This design comes from an exercise in tuning for small area, a short achievable clock period and few clock cycles per item on the open sky130 flow, not from production work. RTL that was checked went through simulation tests only; none was proved equivalent to the original. Function not checked in run 2: the RTL went through the layout flow alone.

==> flow/design.v, too long to show whole: its modules and the start of the top module <==
// module full_adder: 17 lines
// module adder_4bit: 24 lines
// module adder_16bit: 21 lines
// module adder_32bit: 15 lines
// module adder_64bit: 21 lines
// module subtractor_4bit: 24 lines
// module subtractor_16bit: 21 lines
// module subtractor_32bit: 15 lines
// module subtractor_64bit: 21 lines
// module comparator: 73 lines
// module multiplier_32bit: 1156 lines
// module coll_det: 116 lines
module coll_det(x1, y1, x2, y2, vx1, vy1, vx2, vy2, r2, trial, clock, reset, in_rdy, out_rdy);
  // ...
==> flow/run.sh <==
#!/bin/bash
# synth_recipe.tcl (not shown) runs the flow's synth.tcl, then flattens the netlist and writes it again
# the make line also repeats each setting of config.mk as NAME=value (left out here)
make -C /OpenROAD-flow-scripts/flow DESIGN_CONFIG=/design/flow/config.mk WORK_HOME=/design/flow/orfs CLKGATE_MAP_FILE= SYNTH_SCRIPT=/design/flow/synth_recipe.tcl finish
==> flow/config.mk <==
export PLATFORM = sky130hd
export DESIGN_NAME = coll_det
export DESIGN_NICKNAME = coll_det
export VERILOG_FILES = /design/flow/design.v
export SDC_FILE = /design/flow/constraint.sdc
export NUM_CORES = 4
export LEC_CHECK = 0
export CAP_MARGIN = 20
export CORE_MARGIN = 2
export CORE_UTILIZATION = 40
export SLEW_MARGIN = 20
==> flow/constraint.sdc <==
create_clock -name core_clock -period 45.0 [get_ports {clock}]
set_input_delay 9.0000 -clock core_clock [delete_from_list [all_inputs] [get_ports {clock}]]
set_output_delay 9.0000 -clock core_clock [all_outputs]
set_load 0.01 [all_outputs]
==> impl_metrics.env, run 1 <==
export IMPL_status="complete, no violations"
export IMPL_dr_pass1_iters=9
export IMPL_nNetsFinal=10000
export IMPL_cpMaxStageDelayCell="fa_2"
export IMPL_grt_pass1_wl_um=362000
export IMPL_multi_input_gates=4952
export IMPL_totalWireLength_um=221000
export IMPL_cts_buffer_depth=3
export IMPL_clock_cell_area_share_pct=3.52
export IMPL_grt_use_met1_pct=25.6
export IMPL_grtUsageMet2_pct=30.1
export IMPL_slowest_delay_ns=0.64
export IMPL_synthAdderAreaFrac_pct=44.6
export IMPL_async_reset_ff_share_pct=0
export IMPL_worstSetupEndpoint="C2[62]"
export IMPL_buffers=277
export IMPL_drt_iter0_drc=3929
export IMPL_core_sq_um=254000
export IMPL_clock_fmax_mhz=22.9
export IMPL_seqCellArea_sq_um=35300
export IMPL_crit_path_start_kind="register"
export IMPL_grt_max_degree=193
export IMPL_setup_ws_ns=1.30
export IMPL_ant_nets=0
export IMPL_flops_and_latches=1178
export IMPL_synthSimpleGateAreaFrac_pct=12.5
export IMPL_io_buffers=164
export IMPL_start_util_pct=40.2
export IMPL_clock_root_buffer="clkbuf_16"
export IMPL_synth_top_family_by_area="adder cells"
export IMPL_met2RoutedLength_um=109000
export IMPL_stdcell_area_sq_um=112000
export IMPL_nFillCells=22872
Testbench counts, summed over its fixed seeds: cycles 9,600, items 960.
==> module coll_det, before the edit <==
module coll_det(x1, y1, x2, y2, vx1, vy1, vx2, vy2, r2, trial, clock, reset, in_rdy, out_rdy);
input [15:0] x1, y1, x2, y2, vx1, vy1, vx2, vy2;
input [31:0] r2;
output trial;
input clock,reset,in_rdy;
output out_rdy;
reg [31:0] X1,Y1,X2,Y2,VX1,VY1,VX2,VY2,R2;     
reg trial;  
reg [31:0] e,f,g,h;
reg [31:0] a,b,c,d,r_sq,vab_sq,M0A,M0B,M1A,M1B,P0,Q0,P1,Q1,P2,Q2,P3,Q3,P4,Q4,P5,Q5,P6,Q6;
reg [63:0] C1,C2,P7,Q7;
wire [0:10] carry;
reg [3:0] count;
wire C0;
wire[63:0] M0P,M1P,S7;
wire [31:0] S0,S1,S2,S3,S4,S5,S6;
reg output_ready;
assign out_rdy=output_ready;
multiplier_32bit mult0(M0P, M0A, M0B);
multiplier_32bit mult1(M1P, M1A, M1B);
adder_32bit add0(carry[0],S0,P0,Q0,1'b0);
adder_32bit add1(carry[1],S1,P1,Q1,1'b0);
adder_32bit add2(carry[2],S2,P2,Q2,1'b0);
subtractor_32bit sub0(carry[3],S3,P3,Q3,1'b1);
subtractor_32bit sub1(carry[4],S4,P4,Q4,1'b1);
subtractor_32bit sub2(carry[5],S5,P5,Q5,1'b1);
subtractor_32bit sub3(carry[6],S6,P6,Q6,1'b1);
subtractor_64bit sub4(carry[7],S7,P7,Q7,1'b1);
comparator comp1(C0,C1,C2);
always @(posedge clock)
 if(reset)
  begin
  count<=4'd0;
  output_ready<=1'b0;
  end
 else
  begin
  output_ready<=1'b0;      
  if(in_rdy)
  begin
  case(count)
  4'd0: begin
      X1<={{16{x1[15]}},x1};     
      Y1<={{16{y1[15]}},y1};
      X2<={{16{x2[15]}},x2};
      Y2<={{16{y2[15]}},y2};
      VX1<={{16{vx1[15]}},vx1};
      VY1<={{16{vy1[15]}},vy1};
      VX2<={{16{vx2[15]}},vx2};
      VY2<={{16{vy2[15]}},vy2};
      R2<=r2;      
     end
  4'd1:begin
     P3<=X1; Q3<=X2;
     P4<=Y1; Q4<=Y2;
     P5<=VX1; Q5<=VX2;
     P6<=VY1; Q6<=VY2;
    end
  4'd2:begin
     a<=S3;
     b<=S4;
     c<=S5;
     d<=S6;
     M0A<=S3; M0B<=S3;
     M1A<=S4; M1B<=S4;
    end
  4'd3:begin
     e<=M0P[31:0];
     f<=M1P[31:0];
     M0A<=c; M0B<=c;
     M1A<=d; M1B<=d;
    end
  4'd4:begin
     g<=M0P[31:0];
     h<=M1P[31:0];
     M0A<=a; M0B<=c;
     M1A<=b; M1B<=d;
     end
  4'd5:begin
     P0<=e; Q0<=f;
     P1<=g; Q1<=h;
     P2<=M0P[31:0]; Q2<=M1P[31:0];
    end
  4'd6:begin
     r_sq<=S0;
     vab_sq<=S1;
     M0A<=S2; M0B<=S2;
     M1A<=S0; M1B<=S1;
    end
  4'd7:begin
     P7<=M1P; Q7<=M0P;
     M0A<=vab_sq; M0B<=R2;
    end
  4'd8:begin
    if(S7<64'd1759218604)
     begin
     C1<={32'b0,r_sq}; C2<={32'b0,R2};
     end
     else
     begin
     C1<=S7; C2<=M0P;
     end
    end
  4'd9:begin
        trial<=C0;
        output_ready<=1'b1;          
    end
  default: ;
  endcase
  if(count==4'd9)
   count<=4'd0;
  else
   count<=count+4'd1;
  end
  end
endmodule
==> run 2, diff against run 1 <==
==> flow/design.v (replaced) <==
module coll_det(x1, y1, x2, y2, vx1, vy1, vx2, vy2, r2, trial, clock, reset, in_rdy, out_rdy);
input [15:0] x1, y1, x2, y2, vx1, vy1, vx2, vy2;
input [31:0] r2;
output reg trial;
input clock, reset, in_rdy;
output reg out_rdy;
wire [31:0] a = {{16{x1[15]}}, x1} - {{16{x2[15]}}, x2};
wire [31:0] b = {{16{y1[15]}}, y1} - {{16{y2[15]}}, y2};
wire [31:0] c = {{16{vx1[15]}}, vx1} - {{16{vx2[15]}}, vx2};
wire [31:0] d = {{16{vy1[15]}}, vy1} - {{16{vy2[15]}}, vy2};
wire [31:0] r_sq   = a * a + b * b;
wire [31:0] vab_sq = c * c + d * d;
wire [31:0] k      = a * c + b * d;
wire signed [63:0] l   = $signed(r_sq) * $signed(vab_sq);
wire signed [63:0] kk  = $signed(k) * $signed(k);
wire signed [63:0] vr  = $signed(vab_sq) * $signed(r2);
wire [63:0] s7 = l - kk;
wire res = (s7 < 64'd1759218604) ? (r_sq < r2) : (s7 < vr);
always @(posedge clock)
  if (reset) out_rdy <= 1'b0;
  else begin
    out_rdy <= in_rdy;
    trial <= res;
  end
endmodule
==> run 2 against run 1 <==
Cell count grew 110%; via count grew 120%; synthesized area grew 63%; worst setup slack gained 12 ns; die area grew 62%; critical path depth shrank 23; largest cell class unchanged.
==> impl_metrics.env, run 2 <==
export IMPL_stdcell_area_sq_um=176000
export IMPL_grt_total_usage_pct=26.1
export IMPL_synth_area_leader_cell="fa_1"
export IMPL_ys_seq_area_share_pct=0.0302
export IMPL_finalMaxSlewViolations=0
export IMPL_slowest_delay_ns=0.88
export IMPL_reg_top3="out_rdy: 1 flops, trial: 1 flops"
export IMPL_layout_common_cells="inv_1 (5,438), fa_1 (5,121), nand2_1 (2,440)"
export IMPL_syn_num_nets=24281
export IMPL_clock_fmax_mhz=31.6
export IMPL_num_rows=236
export IMPL_first_global_vias=133290
export IMPL_ant_nets=0
export IMPL_cts_setup_buffers=0
export IMPL_numCtsBuffers=3
export IMPL_pin_count=165
export IMPL_cp_data_required_time_ns=44.95
export IMPL_dr_pass1_iters=6
export IMPL_drt_iter0_drc=8579
export IMPL_synth_area_top_cells="fa_1 (62%), inv_1 (12%), ha_1 (8.1%)"
export IMPL_layout_min_cycle_time_ns=31.64
export IMPL_cts_buffer_depth=2
export IMPL_async_reset_ff_share_pct=0
export IMPL_criticalPathCategory="input port to register"
export IMPL_multiInputGateArea_sq_um=144000
export IMPL_final_period_utilization_pct=70.3
export IMPL_hold_end="out_rdy"
export IMPL_hold_path_depth=2
export IMPL_crit_path_start_kind="input port"
export IMPL_clkTransAtPathRegs_ns=0.03
export IMPL_h_tree_depth=1
export IMPL_fin_tns_setup_ns=0
export IMPL_place_congestion=0.955
export IMPL_cp_data_arrival_time_ns=31.59
export IMPL_start_util_pct=40.2
export IMPL_synthesis_area_sq_um=166000
export IMPL_cts_hold_repair_buffers=0
export IMPL_cap_violations=0
export IMPL_setup_viol=0
export IMPL_hp_start="in_rdy"
export IMPL_core_sq_um=413000
export IMPL_synthCells=17921
export IMPL_critical_path_max_fanout=24
export IMPL_cts_sinks=2
export IMPL_status="complete, no violations"
export IMPL_syn_area_per_cell_sq_um=9.26
export IMPL_totalWireLength_um=525000
export IMPL_cts_resized=0
export IMPL_nFillCells=40607
export IMPL_final_common_cell="inv_1"
export IMPL_clock_root_buffer="clkbuf_16"
export IMPL_drive_gt1_share_pct=2.99
export IMPL_yosysWarnings=1
export IMPL_dpl_hpwl_um=437000
export IMPL_grt_pass1_wl_um=820000
export IMPL_die_area_sq_um=420000
export IMPL_wire_per_inst_um=22.6
export IMPL_antenna_found_initial=27
export IMPL_io_buffers=164
export IMPL_postPlaceCellArea_sq_um=176000
export IMPL_worst_pin_slew_ns=1.18
export IMPL_grt_ovfl_total=0
export IMPL_cp_end_kind="register"
export IMPL_cts_tree="done"
export IMPL_synth_commonest_cells="inv_1 (5,440), fa_1 (5,122), nand2_1 (2,440), nor2_1 (1,247), ha_1 (1,075)"
export IMPL_hold_ws_ns=9.33
export IMPL_fp_dieW_um=648
export IMPL_yosysMostFrequentCell="inv_1"
export IMPL_nNetsFinal=24106
export IMPL_seqCellArea_sq_um=50.0
export IMPL_synth_edf_count=1
export IMPL_cpMaxStageDelayCell="a2111oi_0"
export IMPL_hold_viol=0
export IMPL_synth_top_area_share_pct=61.8
export IMPL_cp_common_cell="fa_1"
export IMPL_rsz0062_at_grt="no"
export IMPL_holdCritPathClass="input port to register"
export IMPL_synth_ff_type="edfxtp_1"
export IMPL_ys_types=96
export IMPL_syn_to_final_growth_pct=5.81
export IMPL_slew_headroom_pct=21.2
export IMPL_die_h_um=648
export IMPL_vias=118153
export IMPL_grt_max_degree=63
export IMPL_synth_ff_latch_count=2
export IMPL_drc=0
export IMPL_viasPerCell=5.09
run 2: cells by family after synthesis:
family / count (synthesis) / synth area share (%)
adders and majority gates: 6197 / 69.9
buffers and inverters: 6169 / 14.0
and+or+nand+nor: 4388 / 10.9
AOI/OAI and AO/OA: 741 / 2.94
xor gates and xnor gates: 416 / 2.20
muxes: 8 / 0.0520
DFF: 2 / 0.0302
run 2: layout make-up:
class / instances / share of cell area, %
timing repair buffer: 512 / 2.42
clock buffer: 4 / 0.0449
sequential: 2 / 0.0285
tap: 5474 / 3.90
antenna: 11 / 0.0157
inverter: 5477 / 11.7
multi-input combinational: 11750 / 81.9
run 2: stage by stage:
step | setup WS, ns | utilization, % | cells
floorplan | 15.74 | - | 17921
global placement | 13.51 | 42.5 | 23213
detailed placement | 13.42 | 42.5 | 23214
CTS | 13.54 | 42.5 | 23218
global route | 12.23 | 42.5 | 23220
finish | 13.36 | 42.5 | 23230
run 2: worst max-delay path by stage:
stage | startpoint | to | slack, ns | depth (start not counted)
5_1_grt | x1[0] | trial | 12.23 | 71
4_1_cts | x2[5] | trial | 13.54 | 76
6_report | x2[5] | trial | 13.36 | 77
3_3_place_gp | x2[2] | trial | 13.51 | 76
2_1_floorplan | x1[0] | trial | 15.74 | 75
3_5_place_dp | x2[2] | trial | 13.42 | 76
run 2: layer usage:
layer | track usage, % | up-vias | share of wire, %
li1 | - | 49685 | -
met1 | 33.4 | 62493 | 39
met2 | 43.8 | 4922 | 48
met3 | 3.75 | 1041 | 7.6
met4 | 11.6 | 12 | 5.7
met5 | 0 | - | 0.015
run 2: worst max-delay path: cells and delay by family:
kind                       cells  cell delay [ns]
adders and majority gates     22            11.12
AOI/OAI and AO/OA             19             4.16
and+or+nand+nor               15             3.34
buffers and inverters         18             3.13
xor gates and xnor gates       2             0.64
muxes                          1             0.11

## port drivers added, routing unchanged
The flow's constraints put no driver on any port. The routed layouts listed below were extracted and timed again, unchanged, in two steps.
Step 1 assumes that a clkbuf_16 drives the clock port and a buf_2 every other input.
Step 2 adds t to the input delays and takes it off the output delays; t is the mean of the earliest and latest rising clock arrival at the registers after step 1. Input paths then give back, and output paths get back, about the clock's delay inside the block.
a / b / c = no drivers / after step 1 / after step 2; a / b = the first two.
run	t (ns)	setup WS [ns]	hold WS [ns]	worst setup path after step 2
run 1	0.819	1.301 / 1.301 / 1.301	0.388 / 0.388 / 0.388	register to register
run 2	0.261	13.365 / 13.374 / 13.113	9.329 / 9.315 / 9.576	input to register
After both steps setup and hold are still met in every run listed. For run 2, which loses most, drivers alone change the setup slack by +0.009 ns; drivers and shift together by -0.252 ns.
